From an optimization exercise on the open Yosys and OpenROAD flow, aimed at small area, a short achievable clock period and few clock cycles; shortcuts taken in it are not production practice. No functional check of the RTL was part of any run shown here. Power and IR drop assume default switching activity.

`standard.sh`:
```
#!/bin/bash
# synth_recipe.tcl (not shown) runs the flow's synth.tcl, then flattens the netlist and writes it again
# the make line also repeats each setting of config.mk as NAME=value (left out here)
make -C /OpenROAD-flow-scripts/flow DESIGN_CONFIG=/design/flow/config.mk WORK_HOME=/design/flow/orfs CLKGATE_MAP_FILE= SYNTH_SCRIPT=/design/flow/synth_recipe.tcl "${@:-finish}"
```
`constraint.sdc`:
```
create_clock -name core_clock -period 34.0 [get_ports {clk}]
set_input_delay 6.8000 -clock core_clock [delete_from_list [all_inputs] [get_ports {clk}]]
set_output_delay 6.8000 -clock core_clock [all_outputs]
set_load 0.01 [all_outputs]
```
`design.v`:
```
`timescale 1ns / 1ps
module ALU# (parameter WIDTH = 32)(input[WIDTH-1:0] a,
    input[WIDTH-1:0] b,
    output[WIDTH-1:0] Z,
    input[4:0] ALU_func
    );
wire [31:0] add_res, sub_res, and_res, or_res, xor_res, comp_res, shift_left_res,
            shift_right_log_res, shift_right_arith_res, add_4, sub_4;
wire slt_res,sgt_res,seq_res;
wire [31:0] nor_res;
wire [15:0] lui_res;
wire add_carry,add_4c;
wire [3:0] ALU;
wire [7:0] hamm_res;
assign ALU = ALU_func;
Adder_32 ADDER(add_res,add_carry,a,b,1'b0);
EightBitSubtractor SUB(a,b,sub_res);
AND_32 AND_inst(a,b,and_res);
OR_32 OR_inst(a,b,or_res);
XOR_32 XOR_inst(a,b,xor_res);
complementer COMP(comp_res,a);
left_shift_32bit sl(shift_left_res,a,{4'b0,b[0]});
logical_right_shift_32bit srl(shift_right_log_res,a,{4'b0,b[0]});
arithmetic_right_shift_32bit sra(shift_right_arith_res,a,{4'b0,b[0]});
Adder_32 ADDER_4(add_4,add_4c,a,32'd4,1'b0);
EightBitSubtractor Sub_4(a,32'd4,sub_4);
complementer COMP_nor(nor_res,or_res);
comparator_32 COMPARE(a,b,sgt_res,seq_res,slt_res);
HAMM_32bit h(hamm_res,a);
assign lui_res=a[31:16];
assign Z = (ALU_func == 5'b00000) ? add_res :                
       (ALU_func == 5'b00001) ? sub_res :                    
       (ALU_func == 5'b00010) ? and_res :                    
       (ALU_func == 5'b00011) ? or_res  :                    
       (ALU_func == 5'b00100) ? xor_res :                    
       (ALU_func == 5'b00101) ? nor_res :                    
       (ALU_func == 5'b00110) ? comp_res :                   
       (ALU_func == 5'b00111) ? shift_left_res  :            
       (ALU_func == 5'b01000) ? shift_right_log_res :        
       (ALU_func == 5'b01001) ? shift_right_arith_res :      
       (ALU_func == 5'b01010) ? add_4 :                      
       (ALU_func == 5'b01011) ? sub_4 :                      
       (ALU_func == 5'b01100) ? {31'b0,slt_res} :            
       (ALU_func == 5'b01101) ? {31'b0,sgt_res} :            
       (ALU_func == 5'b01110) ? {24'b0,hamm_res} :            
       (ALU_func == 5'b10001) ? {a} : 
       {ALU_func == 5'b10010} ? (b) :
       {ALU_func == 5'b10011} ? {16'b0,lui_res}    :
       {32'b0};
endmodule
`timescale 1ns / 1ps
module ALU_function(func,instr,AB_comp);
    output reg [4:0] func;
    input [31:0] instr;
    input [2:0] AB_comp;
    always @* begin 
        if(instr[31:27]==5'b00000) begin 
            if(instr[4:0]==5'b10000) begin 
                if(AB_comp[0]==1'b1)func=5'b10001;
                else func=5'b10010;
            end 
            else func=instr[4:0];
        end
        else begin 
            if(instr[31:27]<=5'b01010)func=instr[31:27]-1;
            else if(instr[31:27]<=5'b01100)func=instr[31:27]+1;
            else if(instr[31:27]==5'b01101)func=5'b10011;
            else if(instr[31:27]<=5'b10011)func=5'b00000;
            else if(instr[31:27]==5'b10100)func=5'b10001;
            else func=5'b01110;
        end
    end
endmodule
`timescale 1ns / 1ps
module AND # (parameter WIDTH = 8)(s,x,y);
    input[WIDTH-1:0] x,y;
    output [WIDTH-1:0] s;
    and(s[0],x[0],y[0]);
    and(s[1],x[1],y[1]);
    and(s[2],x[2],y[2]);
    and(s[3],x[3],y[3]);
    and(s[4],x[4],y[4]);
    and(s[5],x[5],y[5]);
    and(s[6],x[6],y[6]);
    and(s[7],x[7],y[7]);
endmodule
`timescale 1ns / 1ps
module AND_32 # (parameter WIDTH = 32) (input[WIDTH-1:0] x, 
    input[WIDTH-1:0] y,
    output[WIDTH-1:0] s
    );
    AND part1(s[7:0],x[7:0],y[7:0]);
    AND part2(s[15:8],x[15:8],y[15:8]);
    AND part3(s[23:16],x[23:16],y[23:16]);
    AND part4(s[31:24],x[31:24],y[31:24]);
endmodule
`timescale 1ns / 1ps
module Adder_32(s, cy32, x, y, cy_in);
    input [31:0] x, y;
    input cy_in;
    output [31:0] s;
    output cy32;
    wire cy_out;
    SixteenAdder lower_adder(s[15:0], cy_out, x[15:0], y[15:0], cy_in);
    SixteenAdder upper_adder(s[31:16], cy32, x[31:16], y[31:16], cy_out);
endmodule
`timescale 1ns / 1ps
module EightBitAdder(s, cy8, x, y, cy_in);
    input [7:0] x, y;
    input cy_in;
    output [7:0] s;
    output cy8;
    wire cy_out;
    FourBitAdder lower_adder(s[3:0], cy_out, x[3:0], y[3:0], cy_in);
    FourBitAdder upper_adder(s[7:4], cy8, x[7:4], y[7:4], cy_out);
endmodule
`timescale 1ns / 1ps
module EightBitSubtractor # (parameter WIDTH = 32) (
    input [WIDTH-1:0] x,   
    input [WIDTH-1:0] y,   
    output [WIDTH-1:0] s  
);
    wire [WIDTH-1:0] y_complement;  
    wire carry_out;  
    assign y_complement = ~y;
  wire tmp0;
  wire tmp1;
  assign tmp0=0;
  wire [WIDTH-1:0] partial;
    Adder_32 adder (
        .x(x),
        .y(y_complement),
      .cy_in(tmp0),  
      .s(partial),
        .cy32(carry_out)
    );
  wire [WIDTH-1:0] inp;
  assign inp=32'b1;
  Adder_32 adder1(s,carry_out,partial,inp,tmp0);
endmodule
`timescale 1ns / 1ps
module FourBitAdder(s, cy4, x, y, cy_in);
    input [3:0] x, y;
    input cy_in;
    output [3:0] s;
    output cy4;
    wire [2:0] cy_out;
    full_adder B0 (s[0],cy_out[0],x[0],y[0],cy_in);
    full_adder B1 (s[1],cy_out[1],x[1],y[1],cy_out[0]);
    full_adder B2 (s[2],cy_out[2],x[2],y[2],cy_out[1]);
    full_adder B3 (s[3],cy4,x[3],y[3],cy_out[2]);
endmodule
`timescale 1ns / 1ps
module HAMM(input[7:0] a,
    output [3:0] res
    );
    wire[3:0] s1,s2;
    assign s1[2]=0;
    assign s1[3]=0;
    assign s2[2]=0;
    assign s2[3]=0;
    full_adder FA1(s1[0],s1[1],a[7],a[6],a[5]);
    full_adder FA2(s2[0],s2[1],a[4],a[3],a[2]);
    wire[3:0] s3;
    wire cy;
    FourBitAdder F1(s3,cy,s1,s2,a[1]);
    wire[3:0] s4 = 4'b0;
    wire cy1;
    FourBitAdder F2(res,cy1,s3,s4,a[0]);
endmodule
`timescale 1ns / 1ps
module HAMM_32bit(res,in);
    input [31:0] in;
    output [7:0] res;
    wire [3:0] temp_res[3:0];
    HAMM h1(in[31:24],temp_res[0]);
    HAMM h2(in[23:16],temp_res[1]);
    HAMM h3(in[15:8],temp_res[2]);
    HAMM h4(in[7:0],temp_res[3]);
    wire cy[2:0];
    wire [7:0]partial_sum[1:0];
    EightBitAdder E0(partial_sum[0], cy[0], {4'b0,temp_res[0]}, {4'b0,temp_res[1]}, 1'b0);
    EightBitAdder E1(partial_sum[1], cy[1], {4'b0,temp_res[2]}, {4'b0,temp_res[3]}, 1'b0);
    EightBitAdder E(res,cy[2],partial_sum[0],partial_sum[1],1'b0);
endmodule
`timescale 1ns / 1ps
module IN_REG(input clk,
    input load_ir,
    input [31:0] inp_ins,
    output reg [31:0] out_ins
    );
    always @(posedge clk)
    begin
        if(load_ir) out_ins <= inp_ins;
        else out_ins <= out_ins;
    end
endmodule
`timescale 1ns / 1ps
module LMD(input clk,
    input lmd,
    input [31:0] d_in,
    output reg [31:0] d_out
    );
    always @(posedge clk)
    begin
        if(lmd) d_out <= d_in;
        else d_out <= d_out; 
    end
endmodule
`timescale 1ns / 1ps
module MUX(
    input [3:0] a,
    input [3:0] b,
    output [3:0] out,
    input sel
    );
    assign out = (sel == 1) ? a : b;
endmodule
`timescale 1ns / 1ps
module MUX1(
    input [31:0] a,
    input [31:0] b,
    output [31:0] out,
    input sel
    );
    assign out = (sel == 1) ? a : b;
endmodule
`timescale 1ns / 1ps
module MUX_2_to_1(out,sel,a);
    output out;
    input sel;
    input [1:0] a;
    wire t0,t1,tn;
    and A1(t1,a[1],sel);
    not N(tn,sel);
    and A0(t0,a[0],tn);
    or R(out,t0,t1);
endmodule
`timescale 1ns / 1ps
module MUX_4_to_1(out,sel,a);
    output out;
  	input [1:0] sel;
    input [3:0] a;
    wire [1:0] t;
    MUX_2_to_1 M0(t[0],sel[0],a[1:0]);
    MUX_2_to_1 M1(t[1],sel[0],a[3:2]);
    MUX_2_to_1 M(out,sel[1],t);
endmodule
`timescale 1ns / 1ps
module OR # (parameter WIDTH = 8)(s,x,y);
    input[WIDTH-1:0] x,y;
    output [WIDTH-1:0] s;
    or(s[0],x[0],y[0]);
    or(s[1],x[1],y[1]);
    or(s[2],x[2],y[2]);
    or(s[3],x[3],y[3]);
    or(s[4],x[4],y[4]);
    or(s[5],x[5],y[5]);
    or(s[6],x[6],y[6]);
    or(s[7],x[7],y[7]);
endmodule
`timescale 1ns / 1ps
module OR_32 #(parameter WIDTH = 32) (input[WIDTH-1:0] x, 
    input[WIDTH-1:0] y,
    output[WIDTH-1:0] s
    );
    OR part1(s[7:0],x[7:0],y[7:0]);
    OR part2(s[15:8],x[15:8],y[15:8]);
    OR part3(s[23:16],x[23:16],y[23:16]);
    OR part4(s[31:24],x[31:24],y[31:24]);
endmodule
`timescale 1ns / 1ps
module PC(input clk,
    input LoadPC,
    input [31:0] npc,
    input resetPC,
    output reg [31:0] pc
    );
    always @(posedge clk) 
    begin 
        if(resetPC) pc <= 32'b0;
        else if(LoadPC) pc <= npc;
    end 
endmodule
`timescale 1ns / 1ps
module RB(out1,out2,rs,rt,rd,in1,clk,read,enable,write,reset_all,out);
    input [3:0] rs;
    input [3:0] rt;
    input [3:0] rd;
    input clk;
    input [31:0] in1;
    input read,enable,write,reset_all;
    output reg [31:0] out1;
    output reg [31:0] out2;
    output [15:0] out;
    reg [31:0] R[15:0];
    assign out = {R[4][7:0],R[3][7:0]};
    always @(negedge clk) begin
      if(read && enable) 
      begin
            out1<=R[rs];
            out2<=R[rt];
       end        
    end
    always @(posedge clk) begin
    if(reset_all) begin
        R[0] <= 32'b0;
        R[1] <= 32'b0;
        R[2] <= 32'b0;
        R[3] <= 32'b0;
        R[4] <= 32'b0;
        R[5] <= 32'b0;
        R[6] <= 32'b0;
        R[7] <= 32'b0;
        R[8] <= 32'b0;
        R[9] <= 32'b0;
        R[14] <= 32'b0;
      end
    else if(write && enable) begin
            R[rd]<=in1;
        end
    end 
endmodule
`timescale 1ns / 1ps
module SixteenAdder(s, cy16, x, y, cy_in);
    input [15:0] x, y;
    input cy_in;
    output [15:0] s;
    output cy16;
    wire cy_out;
    EightBitAdder lower_adder(s[7:0], cy_out, x[7:0], y[7:0], cy_in);
    EightBitAdder upper_adder(s[15:8], cy16, x[15:8], y[15:8], cy_out);
endmodule
`timescale 1ns / 1ps
module XOR # (parameter WIDTH = 8)(s,x,y);
    input[WIDTH-1:0] x,y;
    output [WIDTH-1:0] s;
    xor(s[0],x[0],y[0]);
    xor(s[1],x[1],y[1]);
    xor(s[2],x[2],y[2]);
    xor(s[3],x[3],y[3]);
    xor(s[4],x[4],y[4]);
    xor(s[5],x[5],y[5]);
    xor(s[6],x[6],y[6]);
    xor(s[7],x[7],y[7]);
endmodule
`timescale 1ns / 1ps
module XOR_32#(parameter WIDTH = 32) (input[WIDTH-1:0] x, 
    input[WIDTH-1:0] y,
    output[WIDTH-1:0] s
    );
    XOR part1(s[7:0],x[7:0],y[7:0]);
    XOR part2(s[15:8],x[15:8],y[15:8]);
    XOR part3(s[23:16],x[23:16],y[23:16]);
    XOR part4(s[31:24],x[31:24],y[31:24]);
endmodule
`timescale 1ns / 1ps
module arithmetic_right_shift_32bit(out,a,b);
    input [31:0] a;
    input [4:0] b;
    output [31:0] out;
    assign out = $signed(a) >>> b;
endmodule
`timescale 1ns / 1ps
module comparator_32 (
    input [31:0] A,
    input [31:0] B,
    output reg A_gt_B,
    output reg A_eq_B,
    output reg A_lt_B
);
    always @* begin 
        if(A[31]!=B[31]) begin 
            A_eq_B=0;
            A_lt_B=A[31];
            A_gt_B=B[31];
        end
        else if(A[31]==1) begin 
            A_eq_B=(A==B);
            A_lt_B=(A>B);
            A_gt_B=(A<B);
        end
        else begin
            A_eq_B=(A==B);
            A_lt_B=(A<B);
            A_gt_B=(A>B);
        end
    end
endmodule
`timescale 1ns / 1ps
module complementer # (parameter WIDTH = 32)(output[WIDTH-1:0] y,
    input[WIDTH-1:0] x
    );
    assign y = ~x;
endmodule
`timescale 1ns / 1ps
module control_path(LoadIR,LoadPC,ResetPC,EN1,EN,R,W,Src1,Src2,func,SelComp,SelSignal,SelPC,EN2,WEA2,LoadLMD,WriteData,WritePort,isBranch,instr,AB_comp,reset_all,HALT_button,clk,halted);
    output reg LoadPC,ResetPC,EN1,LoadIR,EN,R,W,Src1,Src2;
    output [4:0] func;
    output reg SelComp;
    output reg [1:0] SelSignal;
    output reg SelPC, EN2,WEA2,LoadLMD;
    output reg WriteData,WritePort,isBranch;input [2:0] AB_comp; 
    input [31:0]instr;
    input reset_all,HALT_button,clk;
    output halted;
    wire run;
    wire [3:0] time_step, index;
    wire final_reset; 
    reg reset_SD; 
    step_decoder SD(time_step,final_reset,run,clk);
    instruction_decoder ID(index,instr);
    ALU_function F(func,instr,AB_comp);
    assign run=(((time_step==4'd3)&&(index==4'd10)&&(HALT_button==1'b0))?1'b0:1'b1);
    assign final_reset=(reset_all||reset_SD);
    assign halted=(time_step==4'd3)&&(index==4'd10);
    always @* begin
        LoadPC=1'b0;ResetPC=reset_all;EN1=1'b0;LoadIR=1'b0;EN=1'b0;R=1'b0;W=1'b0;Src1=1'b0;Src2=1'b0;SelComp=1'b0;EN2=1'b0;WEA2=1'b0;LoadLMD=1'b0;WritePort=1'b0;WriteData=1'b0;isBranch=1'b0;SelSignal=2'b00;SelPC=1'b0;reset_SD=1'b1;
        if(time_step<=4'd2)begin 
            LoadPC=1'b0;ResetPC=reset_all;EN1=1'b1;LoadIR=1'b1;
            EN=1'b0;R=1'b0;W=1'b0;Src1=1'b0;
            Src2=1'b0;SelComp=1'b0;EN2=1'b0;WEA2=1'b0;
            LoadLMD=1'b0;WritePort=1'b0;WriteData=1'b0;
            isBranch=1'b0;SelSignal=2'b00;SelPC=1'b0;
            reset_SD=1'b0;
        end
        else begin
            if(index==4'd1) begin 
                if(time_step==4'd3) begin 
                    LoadPC=1'b1;ResetPC=reset_all;EN1=1'b0;
                    LoadIR=1'b0;EN=1'b1;R=1'b0;W=1'b1;Src1=1'b1;Src2=1'b1;
                    SelComp=1'b0;EN2=1'b0;WEA2=1'b0;LoadLMD=1'b0;
                    WritePort=1'b0;WriteData=1'b0;isBranch=1'b1;SelSignal=2'b00;
                    SelPC=1'b1;reset_SD=1'b1; 
                end
                else begin
                    LoadPC=1'b0;ResetPC=reset_all;EN1=1'b0;LoadIR=1'b0;EN=1'b0;R=1'b0;W=1'b0;Src1=1'b0;Src2=1'b0;SelComp=1'b0;EN2=1'b0;WEA2=1'b0;LoadLMD=1'b0;WritePort=1'b0;WriteData=1'b0;isBranch=1'b0;SelSignal=2'b00;SelPC=1'b0;reset_SD=1'b1; 
                end
            end
            else if(index==4'd2) begin
                if(time_step==4'd3) begin 
                    LoadPC=1'b1;ResetPC=reset_all;EN1=1'b0;
                    LoadIR=1'b0;EN=1'b1;R=1'b1;
                    W=1'b1;Src1=1'b1;Src2=1'b1;SelComp=1'b0;EN2=1'b0;
                    WEA2=1'b0;LoadLMD=1'b0;WritePort=1'b0;
                    WriteData=1'b0;isBranch=1'b1;SelSignal=2'b01;
                    SelPC=1'b0;reset_SD=1'b1; 
                end
                else begin
                    LoadPC=1'b0;ResetPC=reset_all;EN1=1'b0;LoadIR=1'b0;EN=1'b0;R=1'b0;W=1'b0;Src1=1'b0;Src2=1'b0;SelComp=1'b0;EN2=1'b0;WEA2=1'b0;LoadLMD=1'b0;WritePort=1'b0;WriteData=1'b0;isBranch=1'b0;SelSignal=2'b00;SelPC=1'b0;reset_SD=1'b1; 
                end
            end
            else if(index==4'd3) begin
                if(time_step==4'd3) begin 
                    LoadPC=1'b1;ResetPC=reset_all;EN1=1'b0;LoadIR=1'b0;                    
                    EN=1'b1;R=1'b1;W=1'b1;Src1=1'b1;
                    Src2=1'b1;SelComp=1'b0;EN2=1'b0;WEA2=1'b0;LoadLMD=1'b0;WritePort=1'b0;
                    WriteData=1'b0;isBranch=1'b1;SelSignal=2'b11;
                    SelPC=1'b0;reset_SD=1'b1; 
                end
                else begin
                    LoadPC=1'b0;ResetPC=reset_all;EN1=1'b0;LoadIR=1'b0;EN=1'b0;R=1'b0;W=1'b0;Src1=1'b0;Src2=1'b0;SelComp=1'b0;EN2=1'b0;WEA2=1'b0;LoadLMD=1'b0;WritePort=1'b0;WriteData=1'b0;isBranch=1'b0;SelSignal=2'b00;SelPC=1'b0;reset_SD=1'b1; 
                end
            end
            else if(index==4'd4) begin
                if(time_step==4'd3) begin 
                    LoadPC=1'b1;ResetPC=reset_all;EN1=1'b0;LoadIR=1'b0;                    
                    EN=1'b1;R=1'b1;W=1'b1;Src1=1'b1;
                    Src2=1'b1;SelComp=1'b0;EN2=1'b0;
                    WEA2=1'b0;LoadLMD=1'b0;WritePort=1'b0;
                    WriteData=1'b0;isBranch=1'b1;
                    SelSignal=2'b10;SelPC=1'b0;
                    reset_SD=1'b1; 
                end
                else begin
                    LoadPC=1'b0;ResetPC=reset_all;EN1=1'b0;LoadIR=1'b0;EN=1'b0;R=1'b0;W=1'b0;Src1=1'b0;Src2=1'b0;SelComp=1'b0;EN2=1'b0;WEA2=1'b0;LoadLMD=1'b0;WritePort=1'b0;WriteData=1'b0;isBranch=1'b0;SelSignal=2'b00;SelPC=1'b0;reset_SD=1'b1; 
                end
            end
            else if(index==4'd5) begin
                if(time_step<=4'd5) begin 
                    LoadPC=1'b0;ResetPC=reset_all;EN1=1'b0;
                    LoadIR=1'b0;EN=1'b1;R=1'b1;W=1'b0;Src1=1'b0;
                    Src2=1'b1;SelComp=1'b0;EN2=1'b1;WEA2=1'b0;
                    LoadLMD=1'b1;WritePort=1'b0;WriteData=1'b0;isBranch=1'b1;
                    SelSignal=2'b10;SelPC=1'b0;reset_SD=1'b0; 
                end
                else if(time_step==4'd6) begin 
                    LoadPC=1'b1;ResetPC=reset_all;EN1=1'b0;
                    LoadIR=1'b0;EN=1'b1;R=1'b0;W=1'b1;Src1=1'b0;
                    Src2=1'b1;SelComp=1'b0;EN2=1'b0;
                    WEA2=1'b0;LoadLMD=1'b0;WritePort=1'b1;
                    WriteData=1'b1;isBranch=1'b0;SelSignal=2'b00;
                    SelPC=1'b0;reset_SD=1'b1; 
                end
                else begin
                    LoadPC=1'b0;ResetPC=reset_all;EN1=1'b0;LoadIR=1'b0;EN=1'b0;R=1'b0;W=1'b0;Src1=1'b0;Src2=1'b0;SelComp=1'b0;EN2=1'b0;WEA2=1'b0;LoadLMD=1'b0;WritePort=1'b0;WriteData=1'b0;isBranch=1'b0;SelSignal=2'b00;SelPC=1'b0;reset_SD=1'b1; 
                end
            end
            if(index==4'd6) begin 
                if(time_step==4'd3) begin 
                    LoadPC=1'b1;ResetPC=reset_all;EN1=1'b0;LoadIR=1'b0;
                    EN=1'b1;R=1'b1;W=1'b0;
                    Src1=1'b0;Src2=1'b1;SelComp=1'b0;EN2=1'b1;
                    WEA2=1'b1;LoadLMD=1'b0;WritePort=1'b0;
                    WriteData=1'b0;isBranch=1'b0;SelSignal=2'b00;
                    SelPC=1'b0;reset_SD=1'b0; 
                end
                else if(time_step==4'd4) begin 
                    LoadPC=1'b0;ResetPC=reset_all;EN1=1'b0;
                    LoadIR=1'b0;EN=1'b1;R=1'b1;W=1'b0;
                    Src1=1'b0;Src2=1'b1;SelComp=1'b0;EN2=1'b1;
                    WEA2=1'b1;LoadLMD=1'b0;WritePort=1'b0;
                    WriteData=1'b0;isBranch=1'b0;SelSignal=2'b00;
                    SelPC=1'b0;reset_SD=1'b1; 
                end
                else begin
                    LoadPC=1'b0;ResetPC=reset_all;EN1=1'b0;LoadIR=1'b0;EN=1'b0;R=1'b0;W=1'b0;Src1=1'b0;Src2=1'b0;SelComp=1'b0;EN2=1'b0;WEA2=1'b0;LoadLMD=1'b0;WritePort=1'b0;WriteData=1'b0;isBranch=1'b0;SelSignal=2'b00;SelPC=1'b0;reset_SD=1'b1; 
                end
            end
            if(index==4'd7) begin 
                if(time_step==4'd3) begin 
                    LoadPC=1'b1;ResetPC=reset_all;EN1=1'b0;
                    LoadIR=1'b0;EN=1'b1;R=1'b1;W=1'b1;
                    Src1=1'b0;Src2=1'b0;SelComp=1'b1;EN2=1'b0;WEA2=1'b0;
                    LoadLMD=1'b0;WritePort=1'b0;
                    WriteData=1'b0;isBranch=1'b0;SelSignal=2'b00;
                    SelPC=1'b0;reset_SD=1'b1; 
                end
                else begin
                    LoadPC=1'b0;ResetPC=reset_all;EN1=1'b0;LoadIR=1'b0;EN=1'b0;R=1'b0;W=1'b0;Src1=1'b0;Src2=1'b0;SelComp=1'b0;EN2=1'b0;WEA2=1'b0;LoadLMD=1'b0;WritePort=1'b0;WriteData=1'b0;isBranch=1'b0;SelSignal=2'b00;SelPC=1'b0;reset_SD=1'b1; 
                end
            end
            if(index==4'd8) begin 
                if(time_step==4'd3) begin 
                    LoadPC=1'b1;ResetPC=reset_all;EN1=1'b0;LoadIR=1'b0;
                    EN=1'b1;R=1'b1;W=1'b1;Src1=1'b0;
                    Src2=1'b0;SelComp=1'b1;EN2=1'b0;WEA2=1'b0;
                    LoadLMD=1'b0; WritePort=1'b0;WriteData=1'b0;isBranch=1'b0;
                    SelSignal=2'b00;SelPC=1'b0;reset_SD=1'b1; 
                end
                else begin
                    LoadPC=1'b0;ResetPC=reset_all;EN1=1'b0;LoadIR=1'b0;EN=1'b0;R=1'b0;W=1'b0;Src1=1'b0;Src2=1'b0;SelComp=1'b0;EN2=1'b0;WEA2=1'b0;LoadLMD=1'b0;WritePort=1'b0;WriteData=1'b0;isBranch=1'b0;SelSignal=2'b00;SelPC=1'b0;reset_SD=1'b1; 
                end
            end
            if(index==4'd9) begin 
                if(time_step==4'd3) begin 
                    LoadPC=1'b1;ResetPC=reset_all;EN1=1'b0;
                    LoadIR=1'b0;EN=1'b1;R=1'b1;
                    W=1'b1;Src1=1'b0;Src2=1'b1;SelComp=1'b1;
                    EN2=1'b0;WEA2=1'b0;LoadLMD=1'b0;WritePort=1'b1;
                    WriteData=1'b0;isBranch=1'b0;
                    SelSignal=2'b00;SelPC=1'b0;reset_SD=1'b1; 
                end
                else begin
                    LoadPC=1'b0;ResetPC=reset_all;EN1=1'b0;LoadIR=1'b0;EN=1'b0;R=1'b0;W=1'b0;Src1=1'b0;Src2=1'b0;SelComp=1'b0;EN2=1'b0;WEA2=1'b0;LoadLMD=1'b0;WritePort=1'b0;WriteData=1'b0;isBranch=1'b0;SelSignal=2'b00;SelPC=1'b0;reset_SD=1'b1; 
                end
            end
            if(index==4'd10) begin 
                if(HALT_button) begin reset_SD=1'b1;LoadPC=1'b1;ResetPC=reset_all;EN1=1'b0;LoadIR=1'b0;EN=1'b0;R=1'b0;W=1'b0;Src1=1'b0;Src2=1'b0;SelComp=1'b0;EN2=1'b0;WEA2=1'b0;LoadLMD=1'b0;WritePort=1'b0;WriteData=1'b0;isBranch=1'b0;SelSignal=2'b00;SelPC=1'b0; end
                else begin reset_SD=1'b0;LoadPC=1'b0;ResetPC=reset_all;EN1=1'b0;LoadIR=1'b0;EN=1'b0;R=1'b0;W=1'b0;Src1=1'b0;Src2=1'b0;SelComp=1'b0;EN2=1'b0;WEA2=1'b0;LoadLMD=1'b0;WritePort=1'b0;WriteData=1'b0;isBranch=1'b0;SelSignal=2'b00;SelPC=1'b0; end
            end
            if(index==4'd11) begin 
                if(time_step==4'd3) begin 
                    LoadPC=1'b0;ResetPC=reset_all;EN1=1'b0;LoadIR=1'b0;
                    EN=1'b0;R=1'b0;W=1'b0;Src1=1'b0;
                    Src2=1'b0;SelComp=1'b0;EN2=1'b0;
                    WEA2=1'b0;LoadLMD=1'b0;WritePort=1'b0;WriteData=1'b0;
                    isBranch=1'b0;SelSignal=2'b00;SelPC=1'b0;reset_SD=1'b1; 
                end
                else begin
                    LoadPC=1'b0;ResetPC=reset_all;EN1=1'b0;LoadIR=1'b0;EN=1'b0;R=1'b0;W=1'b0;Src1=1'b0;Src2=1'b0;SelComp=1'b0;EN2=1'b0;WEA2=1'b0;LoadLMD=1'b0;WritePort=1'b0;WriteData=1'b0;isBranch=1'b0;SelSignal=2'b00;SelPC=1'b0;reset_SD=1'b1; 
                end
            end
            if(index==4'd12) begin 
                if(time_step==4'd3) begin 
                    LoadPC=1'b1;ResetPC=reset_all;EN1=1'b0;
                    LoadIR=1'b0;EN=1'b1;R=1'b1;W=1'b0;
                    Src1=1'b0;Src2=1'b0;SelComp=1'b0;EN2=1'b0;
                    WEA2=1'b0;LoadLMD=1'b0;WritePort=1'b0;
                    WriteData=1'b0;isBranch=1'b0;SelSignal=2'b00;SelPC=1'b1;
                    reset_SD=1'b1; 
                end
                else begin
                    LoadPC=1'b0;ResetPC=reset_all;EN1=1'b0;LoadIR=1'b0;EN=1'b0;R=1'b0;W=1'b0;Src1=1'b0;Src2=1'b0;SelComp=1'b0;EN2=1'b0;WEA2=1'b0;LoadLMD=1'b0;WritePort=1'b0;WriteData=1'b0;isBranch=1'b0;SelSignal=2'b00;SelPC=1'b0;reset_SD=1'b1; 
                end
            end
        end
    end
endmodule
`timescale 1ns / 1ps
module data_path(
    input clk,en,read,write,
    input writeport,writedata,src1,src2,
    input ld_lmd,en_data_mem,wri_data_mem,
    input en_ins_mem,
    input [4:0] alu_func,
    input selcomp,
    input [1:0] selsig,
    input selPC,ld_pc,resetPC,reset_all, load_ir,
    input isbranch,
    output [31:0] out_ins,
    output [2:0] comp_res,
    output [15:0] out,
    output imem_en,
    output [10:0] imem_addr,
    input  [31:0] imem_rdata,
    output dmem_en,
    output dmem_we,
    output [10:0] dmem_addr,
    output [31:0] dmem_wdata,
    input  [31:0] dmem_rdata
    );
    wire [31:0] a,b;
    wire [3:0] rs,rt,rd;
    wire [3:0] m1_out;
    wire [31:0] m4_out,m2_out,m3_out,m7_out;
    wire [31:0] npc;
    wire [31:0] Z;
    wire [18:0] imm;
    wire [31:0] se_out, d_out, mux4_in, comp_in1, blue_out;
    wire [3:0]  yell_out;
    wire [31:0] instruction, pc;
    wire cout;    
    assign rs = instruction[26:23];
    assign rt = instruction[22:19];
    assign rd = instruction[18:15];
    assign imm = instruction[18:0];
    Adder_32 A1(npc,cout,pc,32'd1,1'b0);
    MUX M1(rt,rd,m1_out,writeport);
    MUX YELL_MUX(4'd15,m1_out,yell_out,isbranch);
    MUX1 M2(npc,a,m2_out,src1);
    RB rb(a,b,rs,rt,yell_out,blue_out,clk,read,en,write,reset_all,out);
    sign_ext SE(imm,se_out);
    ALU alu(m2_out,m3_out,Z,alu_func);
    MUX1 M3(se_out,b,m3_out,src2); 
    assign dmem_en = en_data_mem;
    assign dmem_we = wri_data_mem;
    assign dmem_addr = Z[10:0];
    assign dmem_wdata = b;
    assign d_out = dmem_rdata;
    LMD lmd(clk,ld_lmd,d_out,mux4_in);
    MUX1 M4(mux4_in,Z,m4_out,writedata);
    MUX1 BLUE_MUX(npc,m4_out,blue_out,isbranch);
    MUX1 M5(b,32'b0,comp_in1,selcomp);
    comparator_32 COMP(a,comp_in1,comp_res[2],comp_res[1],comp_res[0]);
    wire [3:0] temp = {comp_res[2],comp_res[1],comp_res[0],selPC};
    MUX_4_to_1 M6(m7_sel,selsig,temp);                
    MUX1 M7(Z,npc,m7_out,m7_sel);
    PC pc1(clk,ld_pc,m7_out,resetPC,pc);
    assign imem_en = en_ins_mem;
    assign imem_addr = pc[10:0];
    assign instruction = imem_rdata;
    IN_REG in_reg(clk,load_ir,instruction,out_ins); 
endmodule
`timescale 1ns / 1ps
module full_adder(S, Cy, A, B, C);
  input A, B, C;
  output S, Cy;
  wire S1, C1, C2;
  half_adder HA1 (S1, C1, A, B);
  half_adder HA2 (S, C2, S1, C);
  or g3 (Cy, C1, C2);
endmodule
`timescale 1ns / 1ps
module half_adder(S,Cy,A,B);
	input A,B;
	output S,Cy;
	xor g1 (S, A, B);
	and g2 (Cy, A, B); 
endmodule
`timescale 1ns / 1ps
module instruction_decoder(index,instr);
    output reg [3:0] index;
    input [31:0] instr;
    always @* begin 
        if(instr[31:27]==5'b00000) begin 
            if(instr[4:0]==5'b10000)index=4'd7;
            else index=4'd8;
        end
        else begin 
            if((instr[31:27]<=5'b01101)|| (instr[31:27]==5'b10101))index=4'd9;
            else if(instr[31:27]==5'b10110)index=4'd10;
            else if(instr[31:27]==5'b10111)index=4'd11;
            else if(instr[31:27]==5'b10100)index=4'd12;
            else if(instr[31:27]>=5'b10000)index=instr[31:27]-15;
            else if(instr[31:27]==5'b01110)index=4'd5;
            else index=4'd6;
        end
    end
endmodule
`timescale 1ns / 1ps
module left_shift_32bit(out,a,b);
    input [31:0] a;
    input [4:0] b;
    output [31:0] out;
    assign out = a << b;
endmodule
`timescale 1ns / 1ps
module logical_right_shift_32bit(out,a,b);
    input [31:0] a;
    input [4:0] b;
    output [31:0] out;
    assign out = a >> b;
endmodule
`timescale 1ns / 1ps
module sign_ext(input [18:0] imm,
    output [31:0] out
    );
    assign out = {{13{imm[18]}},imm};
endmodule
`timescale 1ns / 1ps
module step_decoder(out,reset,run,clk);
input reset,clk,run;
output reg [3:0]out;
always @(posedge clk) begin
   if(reset)out<=4'd0;
   else if(run) out<=out+1;
   else out<=out;
end
endmodule
`timescale 1ns / 1ps
module mips32_core(
    input clk,
    input reset_all,
    input HALT,
    output [15:0] out,
    output halted,
    output imem_en,
    output [10:0] imem_addr,
    input  [31:0] imem_rdata,
    output dmem_en,
    output dmem_we,
    output [10:0] dmem_addr,
    output [31:0] dmem_wdata,
    input  [31:0] dmem_rdata
    );
    reg [31:0] R [0:15];
    reg [31:0] pc;       
    reg        irv;      
    reg        mv;       
    reg [10:0] fa;       
    reg        fen;      
    reg        hlt;      
    reg        l1v;      
    reg [3:0]  l1r;      
    reg        l2v;      
    reg [3:0]  l2r;      
    reg        den, dwe;
    reg        rq;       
    reg [10:0] dad;
    reg [31:0] dwd;
    assign out = {R[4][7:0], R[3][7:0]};
    assign halted = hlt;
    assign imem_en = fen;
    assign imem_addr = fa;
    assign dmem_en = den;
    assign dmem_we = dwe;
    assign dmem_addr = dad;
    assign dmem_wdata = dwd;
    reg [4:0]  op;
    reg [18:0] imm19;
    reg [15:0] rso, rto;
    reg [3:0]  xa;
    wire c_r   = q_r;
    wire c_ld  = (op == 5'd14);
    wire c_st  = (op == 5'd15);
    wire c_br  = q_br;
    wire c_ret = (op == 5'd20);
    wire c_hlt = (op == 5'd22);
    wire c_bal = (op == 5'd16);
    wire c_bmi = (op == 5'd17);
    wire c_bpl = (op == 5'd18);
    wire c_bz  = (op == 5'd19);
    function [4:0] fnof(input [4:0] o, input [4:0] f);
        case (o)
            5'd0:  fnof = f;
            5'd1:  fnof = 5'd0;
            5'd2:  fnof = 5'd1;
            5'd3:  fnof = 5'd2;
            5'd4:  fnof = 5'd3;
            5'd5:  fnof = 5'd4;
            5'd6:  fnof = 5'd5;
            5'd7:  fnof = 5'd6;
            5'd8:  fnof = 5'd7;
            5'd9:  fnof = 5'd8;
            5'd10: fnof = 5'd9;
            5'd11: fnof = 5'd12;
            5'd12: fnof = 5'd13;
            5'd13: fnof = 5'd19;
            5'd21: fnof = 5'd14;
            default: fnof = 5'd31;
        endcase
    endfunction
    wire [4:0] fn = fnof(op, imm19[4:0]);
    wire [4:0] nfn = fnof(imem_rdata[31:27], imem_rdata[4:0]);
    reg q_r, q_br, q_inv, q_four;
    wire c_wr = c_wr0;
    reg c_inv, c_four, c_sum, c_shl, c_shr, c_sra, c_lt, c_gt, c_ham, c_lui, c_cmov;
    reg [3:0] c_tt;      
    always @* begin
        c_inv = 1'b0; c_four = 1'b0; c_sum = 1'b0; c_shl = 1'b0; c_shr = 1'b0; c_sra = 1'b0;
        c_lt = 1'b0; c_gt = 1'b0; c_ham = 1'b0; c_lui = 1'b0; c_cmov = 1'b0; c_tt = 4'b0000;
        case (fn)
            5'd0:  c_sum = 1'b1;
            5'd1:  begin c_sum = 1'b1; c_inv = 1'b1; end
            5'd2:  c_tt = 4'b1000;
            5'd3:  c_tt = 4'b1110;
            5'd4:  c_tt = 4'b0110;
            5'd5:  c_tt = 4'b0001;
            5'd6:  c_tt = 4'b0011;
            5'd7:  c_shl = 1'b1;
            5'd8:  c_shr = 1'b1;
            5'd9:  begin c_shr = 1'b1; c_sra = 1'b1; end
            5'd10: begin c_sum = 1'b1; c_four = 1'b1; end
            5'd11: begin c_sum = 1'b1; c_four = 1'b1; c_inv = 1'b1; end
            5'd12: begin c_lt = 1'b1; c_inv = 1'b1; end
            5'd13: begin c_gt = 1'b1; c_inv = 1'b1; end
            5'd14: c_ham = 1'b1;
            5'd16: begin c_cmov = 1'b1; c_inv = 1'b1; end
            5'd17: c_tt = 4'b1100;
            5'd18: c_tt = 4'b1010;
            5'd19: c_lui = 1'b1;
            default: ;
        endcase
    end
    wire c_wr0 = c_br | c_r | (fn != 5'd31);
    wire busy = (l2v && c_wr0) || hlt;
    wire hz   = (l1v && (rso[l1r] || ((c_r || c_st) && rto[l1r]) || c_hlt)) ||
                (l2v && (rso[l2r] || ((c_r || c_st) && rto[l2r])));
    wire ex   = irv && !busy && !hz;
    reg  [31:0] A, B;
    integer q;
    always @* begin
        A = 32'd0; B = 32'd0;
        for (q = 0; q < 16; q = q + 1) begin
            A = A | (R[q] & {32{rso[q]}});
            B = B | (R[q] & {32{rto[q]}});
        end
    end
    wire [31:0] imm = {{13{imm19[18]}}, imm19};
    wire [31:0] B2  = c_r ? B : imm;
    wire [31:0] ax = c_br ? pc : A;
    wire [31:0] bx = q_four ? 32'd4 : B2;
    wire [32:0] sum = {1'b0, ax} + {1'b0, q_inv ? ~bx : bx} + {32'd0, q_inv | c_br};
    wire cout = sum[32];
    wire eq  = (A == B2);
    wire ugt = cout & ~eq;           
    wire ult = ~cout;                
    wire sd  = A[31] ^ B2[31];
    wire lt  = sd ? A[31]  : (A[31] ? ugt : ult);
    wire gt  = sd ? B2[31] : (A[31] ? ult : ugt);
    function [2:0] pc4(input [3:0] x);
        case (x)
            4'h0: pc4 = 3'd0; 4'h1, 4'h2, 4'h4, 4'h8: pc4 = 3'd1;
            4'h7, 4'hb, 4'hd, 4'he: pc4 = 3'd3; 4'hf: pc4 = 3'd4;
            default: pc4 = 3'd2;
        endcase
    endfunction
    wire [3:0] h3 [0:3];
    wire [4:0] h4 [0:1];
    genvar gh;
    generate
        for (gh = 0; gh < 4; gh = gh + 1) begin : hl3
            assign h3[gh] = {1'b0, pc4(A[8*gh+3:8*gh])} + {1'b0, pc4(A[8*gh+7:8*gh+4])};
        end
        for (gh = 0; gh < 2; gh = gh + 1) begin : hl4
            assign h4[gh] = {1'b0, h3[2*gh]} + {1'b0, h3[2*gh+1]};
        end
    endgenerate
    wire [5:0] ham = {1'b0, h4[0]} + {1'b0, h4[1]};
    wire sh   = B2[0];
    wire s_a  = (c_shl | c_shr) & ~sh;
    wire s_sl = c_shl & sh;
    wire s_sr = c_shr & sh;
    wire msb  = c_sra & A[31];
    reg [31:0] res;
    integer j;
    always @* begin
        for (j = 0; j < 32; j = j + 1)
            res[j] = (A[j] ? (B2[j] ? c_tt[3] : c_tt[2]) : (B2[j] ? c_tt[1] : c_tt[0])) |
                     (c_sum & sum[j]) | (s_a & A[j]) |
                     (c_cmov & (lt ? A[j] : B2[j])) |
                     (s_sl & ((j == 0) ? 1'b0 : A[(j + 31) % 32])) |
                     (s_sr & ((j == 31) ? msb : A[(j + 1) % 32])) |
                     (c_lui & ((j < 16) ? A[(j + 16) % 32] : 1'b0)) |
                     (c_ham & ((j < 6) ? ham[j % 6] : 1'b0)) |
                     ((j == 0) & ((c_lt & lt) | (c_gt & gt)));
    end
    wire [31:0] pc1 = pc + 32'd1;
    wire az = (A == 32'd0);
    wire taken = c_bal | (c_bmi & A[31]) | (c_bpl & ~A[31] & ~az) | (c_bz & az);
    wire redirect = ex && (taken || c_ret);
    wire [31:0] target = c_ret ? A : sum[31:0];
    wire        xw  = ex && c_wr;
    wire        wen = l2v || xw;
    wire [3:0]  wa  = l2v ? l2r : xa;
    wire s_ld  = l2v & ~rq;
    wire s_br  = ~l2v & c_br & ~rq;
    wire s_alu = ~l2v & ~c_br & ~rq;
    wire [31:0] wd  = ({32{s_ld}} & dmem_rdata) | ({32{s_br}} & pc1) | ({32{s_alu}} & res);
    wire jump = ex && (taken || c_ret);
    wire pj = jump & ~rq;
    wire px = ex & ~jump & ~rq;
    wire fr = redirect & ~rq;
    wire fl = ~redirect & lost & ~rq;
    wire fi = ~redirect & ~lost & fen & ~rq;
    wire adv  = !irv || ex;           
    wire lost = fen && mv && !adv;    
    wire hlt_n = hlt ? !HALT : (ex && c_hlt);
    wire l2v_n = l1v && !(xw && (xa == l1r));    
    wire mv_n  = !redirect && !lost && (fen || (mv && !adv));
    wire irv_n = !redirect && (adv ? mv : irv);
    wire [4:0] nop_ = imem_rdata[31:27];
    wire nwr = adv ? ((nop_ <= 5'd13) || (nop_[4:2] == 3'b100) || (nop_ == 5'd21)) : c_wr0;
    wire busy_n = (l2v_n && nwr) || hlt_n;
    always @(posedge clk) begin
        if (rq || jump || ex)
            pc <= ({32{pj}} & target) | ({32{px}} & pc1);
        if (rq || redirect || lost || fen)
            fa <= ({11{fr}} & target[10:0]) | ({11{fl}} & (fa - 11'd1)) | ({11{fi}} & (fa + 11'd1));
        rq <= reset_all;
        if (reset_all || rq) begin
            irv <= 1'b0; mv <= 1'b0; fen <= 1'b1;
            hlt <= 1'b0; l1v <= 1'b0; l2v <= 1'b0; den <= 1'b0;
        end else begin
            mv <= mv_n;
            irv <= irv_n;
            fen <= !(busy_n && irv_n && mv_n);
            hlt <= hlt_n;
            l1v <= ex && c_ld;
            l2v <= l2v_n;
            den <= ex && (c_ld || c_st);
        end
        if (adv) begin
            op <= imem_rdata[31:27];
            q_r <= (imem_rdata[31:27] == 5'd0);
            q_br <= (imem_rdata[31:29] == 3'b100);
            q_inv <= (nfn == 5'd1) || (nfn == 5'd11) || (nfn == 5'd12) || (nfn == 5'd13) || (nfn == 5'd16);
            q_four <= (nfn == 5'd10) || (nfn == 5'd11);
            imm19 <= imem_rdata[18:0];
            rso <= 16'd1 << imem_rdata[26:23];
            rto <= 16'd1 << imem_rdata[22:19];
            xa <= (imem_rdata[31:27] == 5'd0) ? imem_rdata[18:15] : ((imem_rdata[31:29] == 3'b100) ? 4'd15 : imem_rdata[22:19]);
        end
        l1r <= xa;
        l2r <= l1r;
        dwe <= c_st;
        dad <= sum[10:0];
        dwd <= B;
    end
    genvar g;
    generate for (g = 0; g < 16; g = g + 1) begin : rf
        if (g <= 9 || g == 14) begin : z
            always @(posedge clk)
                if (rq || (wen && wa == g)) R[g] <= wd;
        end else begin : n
            always @(posedge clk)
                if (wen && wa == g) R[g] <= wd;
        end
    end endgenerate
endmodule
```
`flow/run.sh`:
```
#!/bin/bash
# The standard layout, with two changes after synthesis (which runs
# unchanged): the port buffers are buf_4 cells rather than the default
# delay-buffer cells, and the resizer may not use the clkdlybuf4s* /
# dlymetal6s* delay cells when it buffers nets.
set -o pipefail
bash standard.sh synth > synth.log 2>&1 || exit 1
export BUFFER_PORTS_ARGS="-buffer_cell sky130_fd_sc_hd__buf_4"
export DONT_USE_CELLS="sky130_fd_sc_hd__clkdlybuf4s15_1 sky130_fd_sc_hd__clkdlybuf4s15_2 sky130_fd_sc_hd__clkdlybuf4s18_1 sky130_fd_sc_hd__clkdlybuf4s18_2 sky130_fd_sc_hd__clkdlybuf4s25_1 sky130_fd_sc_hd__clkdlybuf4s25_2 sky130_fd_sc_hd__clkdlybuf4s50_1 sky130_fd_sc_hd__clkdlybuf4s50_2 sky130_fd_sc_hd__dlymetal6s2s_1 sky130_fd_sc_hd__dlymetal6s4s_1 sky130_fd_sc_hd__dlymetal6s6s_1"
bash standard.sh finish > layout.log 2>&1
```
`config.mk`:
```
export PLATFORM = sky130hd
export DESIGN_NAME = mips32_core
export DESIGN_NICKNAME = mips32_core
export VERILOG_FILES = /design/flow/design.v
export SDC_FILE = /design/flow/constraint.sdc
export NUM_CORES = 4
export LEC_CHECK = 0
export CAP_MARGIN = 20
export CORE_MARGIN = 2
export CORE_UTILIZATION = 65
export SLEW_MARGIN = 55
```
==> results of run 1 <==
[per-stage QoR]
| stage | utilization [%] | std cells | power [mW] |
|---|---|---|---|
| after floorplan | - | 3311 | 1.78 |
| after global placement | 68.6 | 4079 | 2.21 |
| after detailed placement | 69.4 | 4093 | 2.24 |
| after CTS | 73.6 | 4223 | 3.04 |
| after global routing | 74.0 | 4238 | 3.21 |
| final | 74.0 | 4240 | 3.13 |
[per-layer routing]
metal	wire, um	vias up	track usage, %
met5	138	-	0.327
met3	30800	1352	24.6
met2	64600	4125	72.9
li1	-	13300	-
met1	51500	16300	65.6
met4	16900	12	40.6
[state kept, by name, indices dropped and copies added, names as in the netlist, 5 cells and up]
name / flops
op: 5
dad: 11
R: 512
rso: 16
fa: 11
pc: 32
rto: 16
imm19: 19
dwd: 32
[worst max-delay path: cells and delay by family]
family                 cells  cell delay [ns]
and+or+nand+nor            2             0.39
buffers and inverters      1             0.11
AOI/OAI and AO/OA          5             1.26
[cell families after synthesis]
group | Yosys count | share of synthesized area [%]
AOI/OAI and AO/OA | 1087 | 22.1
muxes | 104 | 3.03
adders and majority gates | 92 | 3.40
and+or+nand+nor | 823 | 11.1
buffers and inverters | 382 | 5.13
xor gates and xnor gates | 144 | 3.31
DFF | 679 | 52.0
[synthesized netlist by cell type (18+ instances only)]
library cell / count
a211oi_1: 27
a21o_1: 25
a21oi_1: 169
a221oi_1: 237
a22o_1: 230
a22oi_1: 71
and3_1: 25
and4_1: 39
buf_2: 89
buf_4: 38
buf_6: 35
clkbuf_1: 107
dfxtp_1: 60
edfxtp_1: 619
fa_1: 19
ha_1: 73
inv_1: 102
mux2i_1: 72
nand2_1: 179
nand2b_1: 32
nand3_1: 76
nand4_1: 41
nor2_1: 241
nor2b_1: 22
nor3_1: 70
o211ai_1: 18
o21ai_0: 81
o221ai_1: 18
o22ai_1: 21
or3_1: 25
xnor2_1: 89
xor2_1: 55
[cell type report]
type                       instances  share of cell area [%]
antenna                            3                  0.0176
clock buffer                      99                    4.66
clock inverter                    31                   0.939
inverter                         106                   0.930
multi-input combinational       2250                    39.1
sequential                       679                    46.3
tap                              765                    2.24
timing repair buffer             307                    5.84
[final timing paths]
check | endpoint | slack, ns | cells past startpoint
hold / removal | l2r[3] | 0.40 | 0
setup reg to reg | R[7][4] | 26.02 | 25
hold reg to reg | l2r[3] | 0.40 | 0
setup / recovery | R[1][0] | 25.67 | 8
[power groups by stage]
stage / Clock [mW] / Combinational (mW) / Sequential (mW)
floorplan: 0 / 0.663 / 1.12
global placement: 0 / 1.08 / 1.12
detailed placement: 0 / 1.11 / 1.13
CTS: 0.808 / 1.12 / 1.12
global route: 0.841 / 1.24 / 1.13
finish: 0.819 / 1.19 / 1.12
==> flow_summary_export.csv, run 1 <==
group,metric,value,unit
timing,finalHoldViolations,0,
power_and_ir_drop,combinationalPowerShare,38.1,%
detailed_routing,drc,0,
detailed_routing,ant_nets,0,
cells_and_area,final_cell_mix,"edfxtp_1 (619), buf_4 (265), a221oi_1 (237)",
logic_synthesis,yosys.cell_types.count,107,
placed_design,place_area,40100,um^2
cells_and_area,multi_input_area,16700,um^2
placed_design,dpl.hpwl,101000,um
clock_tree,postCtsHoldBufs,0,
cells_and_area,final_common_cell,"edfxtp_1",
timing,fin_crit,8.33,ns
power_and_ir_drop,switching_share,38.5,%
critical_path,cpMostUsedCell,"o21ai_0",
global_routing,grt_pass1_vias,33800,
logic_synthesis,ys.flop_type,"edfxtp_1",
placed_design,place_ws,24.90,ns
logic_synthesis,synth_edf_count,619,
power_and_ir_drop,p_leak,15.8,nW
floorplan,die-area,60500,um^2
timing,final.setup.tns,0,ns
cells_and_area,syn_to_final_growth,12.3,%
critical_path,crit_arrival,8.58,ns
floorplan,start_util,65.9,%
floorplan,die_x,246,um
timing,fin_ws,25.67,ns
timing,whs,0.400,ns
detailed_routing,drt-wirelength-per-cell,38.7,um
cells_and_area,fillers,3729,
critical_path,critPathMaxStageDelay,0.48,ns
clock_tree,cts_buffer_depth,3,
logic_synthesis,synth_area_leaders,"edfxtp_1 (49%), a221oi_1 (5.5%), a22o_1 (5.3%)",
timing,finalSetupViolations,0,
power_and_ir_drop,clock_power_share,26.1,%
timing,clock-skew-final,0.0297,ns
logic_synthesis,synth_top_area_share,48.8,%
clock_tree,clock_sinks,679,
clock_tree,root_buffer,"clkbuf_16",
timing,final.period_utilization,24.5,%
power_and_ir_drop,pwr-share-seq,35.8,%
detailed_routing,viasPerCell,8.28,
critical_path,critPathKind,"input port to register",
critical_path,cp-startpoint,"dmem_rdata[0]",
power_and_ir_drop,power_switching,1.21,mW
detailed_routing,first_iter_violations,7396,
global_routing,grt_antenna_before_repair,9,
logic_synthesis,yosysWarnings,2,
detailed_routing,vias,35100,
floorplan,core,57800,um^2
floorplan,ios,141,
critical_path,critical_path.endpoint_type,"register",
clock_tree,cts.repair.resized,0,
cells_and_area,drive_gt1_share,15.9,%
logic_synthesis,ys_seq_area_share,52.0,%
critical_path,worst_ep_required_time,34.25,ns
global_routing,grt_start_max_net_pins,67,
hold_path,hold_path.class,"register to register",
cells_and_area,stdcell_area,42800,um^2
cells_and_area,layout.nets,3574,
logic_synthesis,syn-num-nets,3470,
logic_synthesis,synth.avg_cell_area,11.5,um^2
floorplan,fp.dieH,246,um
clock_tree,htree_levels,3,
critical_path,path_max_fanout,16,
hold_path,hp-start,"l1r[3]",
critical_path,cpMaxStageDelayCell,"o32ai_1",
detailed_routing,wl,164000,um
clock_tree,cts_tree,"done",
logic_synthesis,async_flop_share,0,%
clock_tree,post_cts_buffers,0,
timing,fmax,0.120,GHz
timing,slew_headroom,44.4,%
floorplan,rows,88,
placed_design,portBuffers,140,
logic_synthesis,synth-seq-cells,679,
global_routing,grt_overflow,0,
power_and_ir_drop,ir_worst_vdd,0.143,mV
run_status,outcome,"finished clean",
run,maxCapViolations,0,
detailed_routing,dr.pass1.iters,16,
critical_path,path_cells,"buf_4, nand2_1, o21ai_0, a221oi_1, o21ai_0, o32ai_1, o221a_1, nand3_2",
global_routing,track_usage,53.4,%
clock_tree,clkTransAtPathRegs,0.06,ns
timing,tightest_slew,0.828,ns
clock_tree,cts_inserted_buffers,71,
timing,slew_violations,0,
power_and_ir_drop,internal_power,1.93,mW
logic_synthesis,netlist_area,38100,um^2
logic_synthesis,synth_top_cell_by_area,"edfxtp_1",
logic_synthesis,syn_inst,3311,
cells_and_area,final-seq-area,19800,um^2
placed_design,gp_congestion,1.09,
critical_path,r2r_start,"rso[14]",
critical_path,start_kind,"input port",
power_and_ir_drop,p_per_area,73.3,nW/um^2
global_routing,grt_pass1_wl,231000,um
timing,rsz0062_at_grt,"no",
clock_tree,insertion_delay,0.65,ns
==> run 2: changes to the inputs <==
--- a/config.mk
+++ b/config.mk
@@ -10,2 +10,2 @@
 export CORE_UTILIZATION = 65
-export SLEW_MARGIN = 55
+export SLEW_MARGIN = 70
==> flow_summary_export.csv, run 2 <==
group,metric,value,unit
run_status,outcome,"finished clean",
detailed_routing,dr.pass1.iters,10,
logic_synthesis,syn-num-nets,3470,
global_routing,grt_pass1_wl,231000,um
critical_path,cp_num_buf_inv,1,
cells_and_area,top_register,"R",
placed_design,gp_congestion,1.09,
floorplan,start_util,65.9,%
logic_synthesis,synth_edf_count,619,
timing,fin_crit,8.24,ns
cells_and_area,layout.nets,3626,
critical_path,start_kind,"register",
cells_and_area,final_common_cell,"edfxtp_1",
logic_synthesis,synth_top_cell_by_area,"edfxtp_1",
floorplan,ios,141,
floorplan,rows,88,
power_and_ir_drop,ir_worst_vdd,0.142,mV
clock_tree,clock_sinks,679,
cells_and_area,final_cell_mix,"edfxtp_1 (619), buf_4 (255), a221oi_1 (237)",
critical_path,path_cells,"buf_4",
timing,clock-skew-final,0.0281,ns
timing,rsz0062_at_grt,"no",
cells_and_area,syn_to_final_growth,15.5,%
logic_synthesis,synth_top_area_share,48.8,%
floorplan,die-area,60500,um^2
timing,finalHoldViolations,0,
critical_path,critPathMaxStageDelay,0.59,ns
critical_path,cp-startpoint,"fen",
detailed_routing,drt-wirelength-per-cell,38.1,um
logic_synthesis,yosysWarnings,2,
critical_path,path_max_fanout,7,
cells_and_area,fillers,3589,
global_routing,grt_pass1_vias,33800,
timing,final.period_utilization,24.2,%
logic_synthesis,synth.avg_cell_area,11.5,um^2
timing,slew_headroom,65.1,%
logic_synthesis,ys.flop_type,"edfxtp_1",
detailed_routing,ant_nets,0,
floorplan,die_x,246,um
clock_tree,cts_inserted_buffers,70,
critical_path,r2r_start,"rso[14]",
floorplan,fp.dieH,246,um
detailed_routing,first_iter_violations,7634,
cells_and_area,final-seq-area,19800,um^2
logic_synthesis,syn_inst,3311,
global_routing,grt_overflow,0,
hold_path,hold_path.class,"register to register",
placed_design,dpl.hpwl,103000,um
detailed_routing,vias,35100,
power_and_ir_drop,p_leak,16.3,nW
detailed_routing,viasPerCell,8.17,
logic_synthesis,yosysMostFrequentCell,"edfxtp_1",
timing,fmax,0.121,GHz
global_routing,grt_antenna_before_repair,7,
critical_path,crit_arrival,1.44,ns
clock_tree,postCtsHoldBufs,0,
timing,finalSetupViolations,0,
clock_tree,insertion_delay,0.64,ns
global_routing,grt_start_max_net_pins,54,
clock_tree,clkTransAtPathRegs,0.06,ns
logic_synthesis,synth_commonest_cells,"edfxtp_1 (619), nor2_1 (241), a221oi_1 (237), a22o_1 (230), nand2_1 (179)",
run,maxCapViolations,0,
clock_tree,cts.repair.resized,0,
timing,whs,0.407,ns
logic_synthesis,synth_area_leaders,"edfxtp_1 (49%), a221oi_1 (5.5%), a22o_1 (5.3%)",
critical_path,critPathKind,"register to output pin",
clock_tree,post_cts_buffers,0,
floorplan,core,57800,um^2
critical_path,critical_path.endpoint_type,"output pin",
critical_path,cp_top_family,"flip-flops",
clock_tree,root_buffer,"clkbuf_16",
clock_tree,cts_buffer_depth,3,
logic_synthesis,netlist_area,38100,um^2
critical_path,cpMaxStageDelayCell,"dfxtp_1",
timing,tightest_slew,0.518,ns
logic_synthesis,yosys.cell_types.count,107,
global_routing,track_usage,53.3,%
cells_and_area,drive_gt1_share,18.8,%
critical_path,worst_ep_required_time,27.20,ns
detailed_routing,wl,164000,um
hold_path,hp-start,"l1r[3]",
cells_and_area,multi_input_area,17200,um^2
cells_and_area,largest_reg_flops,512,
logic_synthesis,ys_seq_area_share,52.0,%
logic_synthesis,async_flop_share,0,%
timing,final.setup.tns,0,ns
placed_design,portBuffers,140,
detailed_routing,drc,0,
cells_and_area,top_regs,"R (512), dwd (32), pc (32)",
power_and_ir_drop,p_per_area,72.6,nW/um^2
logic_synthesis,synth-seq-cells,679,
timing,slew_violations,0,
clock_tree,htree_levels,3,
clock_tree,cts_tree,"done",
-- run 2: cell counts after synthesis --
No cell type changed its count.
-- run 2: routing by layer --
| metal | up-vias | GRT usage, % | share of wire, % |
|---|---|---|---|
| li1 | 13500 | - | - |
| met1 | 16200 | 65.3 | 31 |
| met2 | 4144 | 72.3 | 39 |
| met3 | 1327 | 23.7 | 19 |
| met4 | 2 | 43.4 | 11 |
| met5 | - | 0.163 | 0.0080 |
-- run 2: kinds of logic after synthesis --
logic type | synth area share (%)
AO/OA/AOI/OAI | 22.1
multiplexers | 3.03
AND/OR/NAND/NOR | 11.1
adder cells (fa/ha/maj) | 3.40
buffers and inverters | 5.13
XOR/XNOR | 3.31
flip-flops | 52.0
-- run 2: worst paths after layout --
check / to / slack, ns / cells after the start
worst min register to register: l2r[3] / 0.41 / 0
worst max-delay path: imem_en / 25.76 / 1
worst min-delay path: l2r[3] / 0.41 / 0
worst max register to register: R[10][4] / 26.51 / 26
-- run 2: power by group --
| part | switching [mW] | internal, mW | total, mW |
|---|---|---|---|
| sequential | 0.0702 | 1.05 | 1.12 |
| clock | 0.352 | 0.486 | 0.838 |
| combinational | 0.798 | 0.435 | 1.23 |
| total | 1.22 | 1.97 | 3.19 |
-- run 2: stage by stage --
stage / utilization, % / std cells / cell area [um^2] / total power, mW / worst slack, ns
after global placement: 68.6 / 4079 / 39700 / 2.21 / 24.97
after detailed placement: 71.1 / 4146 / 41100 / 2.28 / 25.25
final: 76.1 / 4294 / 44000 / 3.19 / 25.76
after floorplan: - / 3311 / 38100 / 1.78 / 25.59
after CTS: 75.4 / 4275 / 43600 / 3.10 / 25.78
after global routing: 76.0 / 4290 / 44000 / 3.27 / 25.75
-- run 2: layout make-up --
| type | count | area share [%] |
|---|---|---|
| Clock inverter | 38 | 1.26 |
| Antenna cell | 5 | 0.0285 |
| Clock buffer | 91 | 4.33 |
| Timing Repair Buffer | 360 | 7.09 |
| Multi-Input combinational cell | 2250 | 39.2 |
| Sequential cell | 679 | 45.0 |
| Tap cell | 765 | 2.18 |
| Inverter | 106 | 0.908 |
==> run 3: changes to the inputs <==
--- a/design.v
+++ b/design.v
@@ -845,5 +845,23 @@
     wire cout = sum[32];
-    wire eq  = (A == B2);
-    wire ugt = cout & ~eq;           
-    wire ult = ~cout;                
+    function [2:0] ucmp(input [31:0] a, input [31:0] b);
+        reg [31:0] g, l, e;
+        reg [31:0] g2, l2, e2;
+        integer i, n;
+        begin
+            g = a & ~b; l = ~a & b; e = ~(a ^ b);
+            for (n = 16; n >= 1; n = n / 2) begin
+                g2 = 32'd0; l2 = 32'd0; e2 = 32'd0;
+                for (i = 0; i < n; i = i + 1) begin
+                    g2[i] = g[2*i+1] | (e[2*i+1] & g[2*i]);
+                    l2[i] = l[2*i+1] | (e[2*i+1] & l[2*i]);
+                    e2[i] = e[2*i+1] & e[2*i];
+                end
+                g = g2; l = l2; e = e2;
+            end
+            ucmp = {g[0], l[0], e[0]};
+        end
+    endfunction
+    wire [2:0] uc = ucmp(A, B2);
+    wire ugt = uc[2];                
+    wire ult = uc[1];                
     wire sd  = A[31] ^ B2[31];
@@ -937,3 +955,3 @@
             q_br <= (imem_rdata[31:29] == 3'b100);
-            q_inv <= (nfn == 5'd1) || (nfn == 5'd11) || (nfn == 5'd12) || (nfn == 5'd13) || (nfn == 5'd16);
+            q_inv <= (nfn == 5'd1) || (nfn == 5'd11);
             q_four <= (nfn == 5'd10) || (nfn == 5'd11);
==> flow_summary_export.csv, run 3 <==
group,metric,value,unit
cells_and_area,top_register,"R",
global_routing,grt_antenna_before_repair,5,
critical_path,rr_endpoint,"R[12][3]",
power_and_ir_drop,switching_share,37.4,%
timing,tightest_slew,0.514,ns
cells_and_area,drive_gt1_share,16.3,%
logic_synthesis,netlist_area,37900,um^2
cells_and_area,finish.cell_count_without_fillers,4359,
global_routing,track_usage,50.2,%
cells_and_area,post-route-util,75.2,%
cells_and_area,layout.nets,3754,
cells_and_area,final_cell_mix,"edfxtp_1 (619), a22oi_1 (310), nor2_1 (214)",
placed_design,dp_cells,4220,
logic_synthesis,synth_area_leaders,"edfxtp_1 (49%), a22oi_1 (6.1%), ha_1 (4.4%)",
power_and_ir_drop,pwr-share-seq,36.7,%
timing,finalHoldViolations,0,
logic_synthesis,yosysWarnings,2,
timing,fin_crit,8.17,ns
logic_synthesis,synth_top_cell_by_area,"edfxtp_1",
power_and_ir_drop,internal_power,1.87,mW
power_and_ir_drop,clock_power_share,26.1,%
clock_tree,clkTransAtPathRegs,0.06,ns
placed_design,gp_congestion,1.06,
logic_synthesis,syn-num-nets,3634,
critical_path,critPathMaxStageDelay,0.53,ns
clock_tree,post_cts_buffers,0,
critical_path,cpMaxStageDelayCell,"edfxtp_1",
placed_design,dpl.hpwl,95200,um
logic_synthesis,ys_seq_area_share,52.2,%
clock_tree,cts_inserted_buffers,71,
detailed_routing,first_iter_violations,6535,
critical_path,cp_top_family,"flip-flops",
cells_and_area,fillers,3763,
global_routing,grt_start_max_net_pins,38,
floorplan,die-area,60200,um^2
detailed_routing,viasPerCell,7.84,
global_routing,grt_pass1_vias,33200,
logic_synthesis,synth_top_area_share,49.1,%
floorplan,rows,88,
run_status,outcome,"finished clean",
logic_synthesis,yosysMostFrequentCell,"edfxtp_1",
cells_and_area,syn_to_final_growth,14.5,%
timing,rsz0062_at_grt,"no",
detailed_routing,vias,34200,
placed_design,portBuffers,140,
detailed_routing,drt-wirelength-per-cell,35.4,um
global_routing,grt_overflow,0,
clock_tree,cts_tree,"done",
floorplan,core,57700,um^2
clock_tree,cts.repair.resized,0,
critical_path,worst_ep_required_time,27.20,ns
clock_tree,postCtsHoldBufs,0,
timing,final.period_utilization,24.0,%
critical_path,crit_arrival,1.37,ns
floorplan,ios,141,
timing,fmax,0.122,GHz
clock_tree,clock_sinks,679,
cells_and_area,final_common_cell,"edfxtp_1",
detailed_routing,ant_nets,0,
run,maxCapViolations,0,
logic_synthesis,async_flop_share,0,%
critical_path,cp_num_buf_inv,1,
detailed_routing,wl,154000,um
logic_synthesis,synth.avg_cell_area,11.1,um^2
critical_path,rr_worst_depth,21,
logic_synthesis,synth_edf_count,619,
critical_path,path_max_fanout,3,
timing,final.setup.tns,0,ns
power_and_ir_drop,ir_worst_vdd,0.0982,mV
floorplan,fp.dieH,245,um
timing,clock-skew-final,0.0330,ns
timing,slew_headroom,65.7,%
critical_path,critPathKind,"register to output pin",
hold_path,hold_path.class,"register to register",
global_routing,grt_pass1_wl,219000,um
power_and_ir_drop,power,2.99,mW
critical_path,path_cells,"buf_4",
logic_synthesis,synth-seq-cells,679,
hold_path,min_to,"l2r[0]",
critical_path,r2r_start,"rso[13]",
critical_path,start_kind,"register",
floorplan,start_util,65.7,%
logic_synthesis,syn_inst,3415,
cells_and_area,top_regs,"R (512), dwd (32), pc (32)",
timing,finalSetupViolations,0,
logic_synthesis,synth_commonest_cells,"edfxtp_1 (619), a22oi_1 (310), nor2_1 (227), inv_1 (182), nand2_1 (177)",
critical_path,critical_path.endpoint_type,"output pin",
power_and_ir_drop,combinationalPowerShare,37.2,%
power_and_ir_drop,power_switching,1.12,mW
cells_and_area,largest_reg_flops,512,
logic_synthesis,ys.flop_type,"edfxtp_1",
detailed_routing,drc,0,
power_and_ir_drop,p_per_area,68.8,nW/um^2
detailed_routing,dr.pass1.iters,12,
clock_tree,insertion_delay,0.64,ns
timing,slew_violations,0,
power_and_ir_drop,p_leak,16.7,nW
hold_path,hold_depth,0,
floorplan,die_x,245,um
clock_tree,root_buffer,"clkbuf_16",
logic_synthesis,yosys.cell_types.count,87,
clock_tree,cts_buffer_depth,3,
hold_path,hp-start,"l1r[0]",
critical_path,rrSetupSlack,27.23,ns
clock_tree,htree_levels,3,
## run 3: worst max path at each step
stage	from	endpoint	slack, ns	depth (start not counted)
floorplan	imem_rdata[29]	xa[0]	25.64	4
finish	R[3][7]	out[7]	25.83	1
global route	R[3][7]	out[7]	25.84	1
CTS	R[3][4]	out[4]	25.85	1
detailed placement	imem_rdata[29]	q_inv	25.53	7
global placement	imem_rdata[29]	xa[3]	25.42	4
## run 3: through the flow
step	setup WS [ns]	hold slack (ns)	instance area (um^2)
3_3_place_gp	25.42	0.387	39600
3_5_place_dp	25.53	0.390	40900
6_report	25.83	0.403	43400
2_1_floorplan	25.64	0.329	37900
4_1_cts	25.85	0.403	43200
5_1_grt	25.84	0.409	43400
## run 3: metal layers
metal,track usage (%),vias up,wire (um)
met5,0,-,41
met2,71.8,3602,63300
met3,18.2,1102,27100
met1,64.1,15900,49900
met4,33.9,4,14200
li1,-,13500,-
## run 3: power by group through the flow
stage,Sequential [mW],Combinational (mW),Clock (mW)
detailed placement,1.11,1.04,0
finish,1.10,1.11,0.780
global route,1.10,1.18,0.805
CTS,1.09,1.05,0.773
global placement,1.10,0.985,0
floorplan,1.10,0.648,0
## run 3: cell families (layout without fill, tap and decap cells)
family          Yosys count  after routing  share of synthesized area (%)
mux                      94             94                           2.67
other cells               0              1                              0
buf+inv                 447            625                           5.05
compound gates         1118           1118                           21.5
flops                   679            679                           52.2
xor+xnor                113            113                           2.61
fa+ha+maj               152            152                           5.40
simple gates            812            812                           10.6
## run 3: layout make-up
type                       count  area, um^2  area share (%)
multi-input combinational   2289       17000            39.1
sequential                   679       19800            45.6
inverter                     185         697            1.61
antenna                        1        2.50         0.00577
clock inverter                36         388           0.894
clock buffer                  95        1900            4.37
timing repair buffer         309        2670            6.15
tap                          765         957            2.21

[separate check: timing with driven ports]
How much do the figures lean on ideal ports? The routed layouts below were timed once more, with nothing changed but the port constraints. Step 1 (the two cells are an assumption about what drives the block):
set clk [get_ports {clk}]
set_driving_cell -lib_cell sky130_fd_sc_hd__clkbuf_16 $clk
set_driving_cell -lib_cell sky130_fd_sc_hd__buf_2 [delete_from_list [all_inputs] $clk]
Step 2 times the ports against the registers' clock, not the clock port: input delays grow and output delays shrink by t, the midpoint of the rising clock arrivals with the driver on. a / b / c = ideal ports / drivers / drivers and shift; a / b = the first two.
run | shift t [ns] | setup slack, ns | worst hold slack (ns) | slew at the worst register clock pin (ns) | cell pins on the clock port's net
run 1 | 0.705 | 25.673 / 25.719 / 25.014 | 0.400 / 0.400 / 0.400 | 0.07 / 0.07 | 1
run 2 | 0.695 | 25.764 / 25.696 / 25.124 | 0.407 / 0.407 / 0.407 | 0.07 / 0.07 | 1
run 3 | 0.691 | 25.829 / 25.765 / 25.500 | 0.403 / 0.403 / 0.403 | 0.07 / 0.07 | 1
After both steps every run listed still meets setup and hold. The setup slack of run 1, which loses most, moves by +0.046 ns with the drivers and by -0.659 ns with both steps.
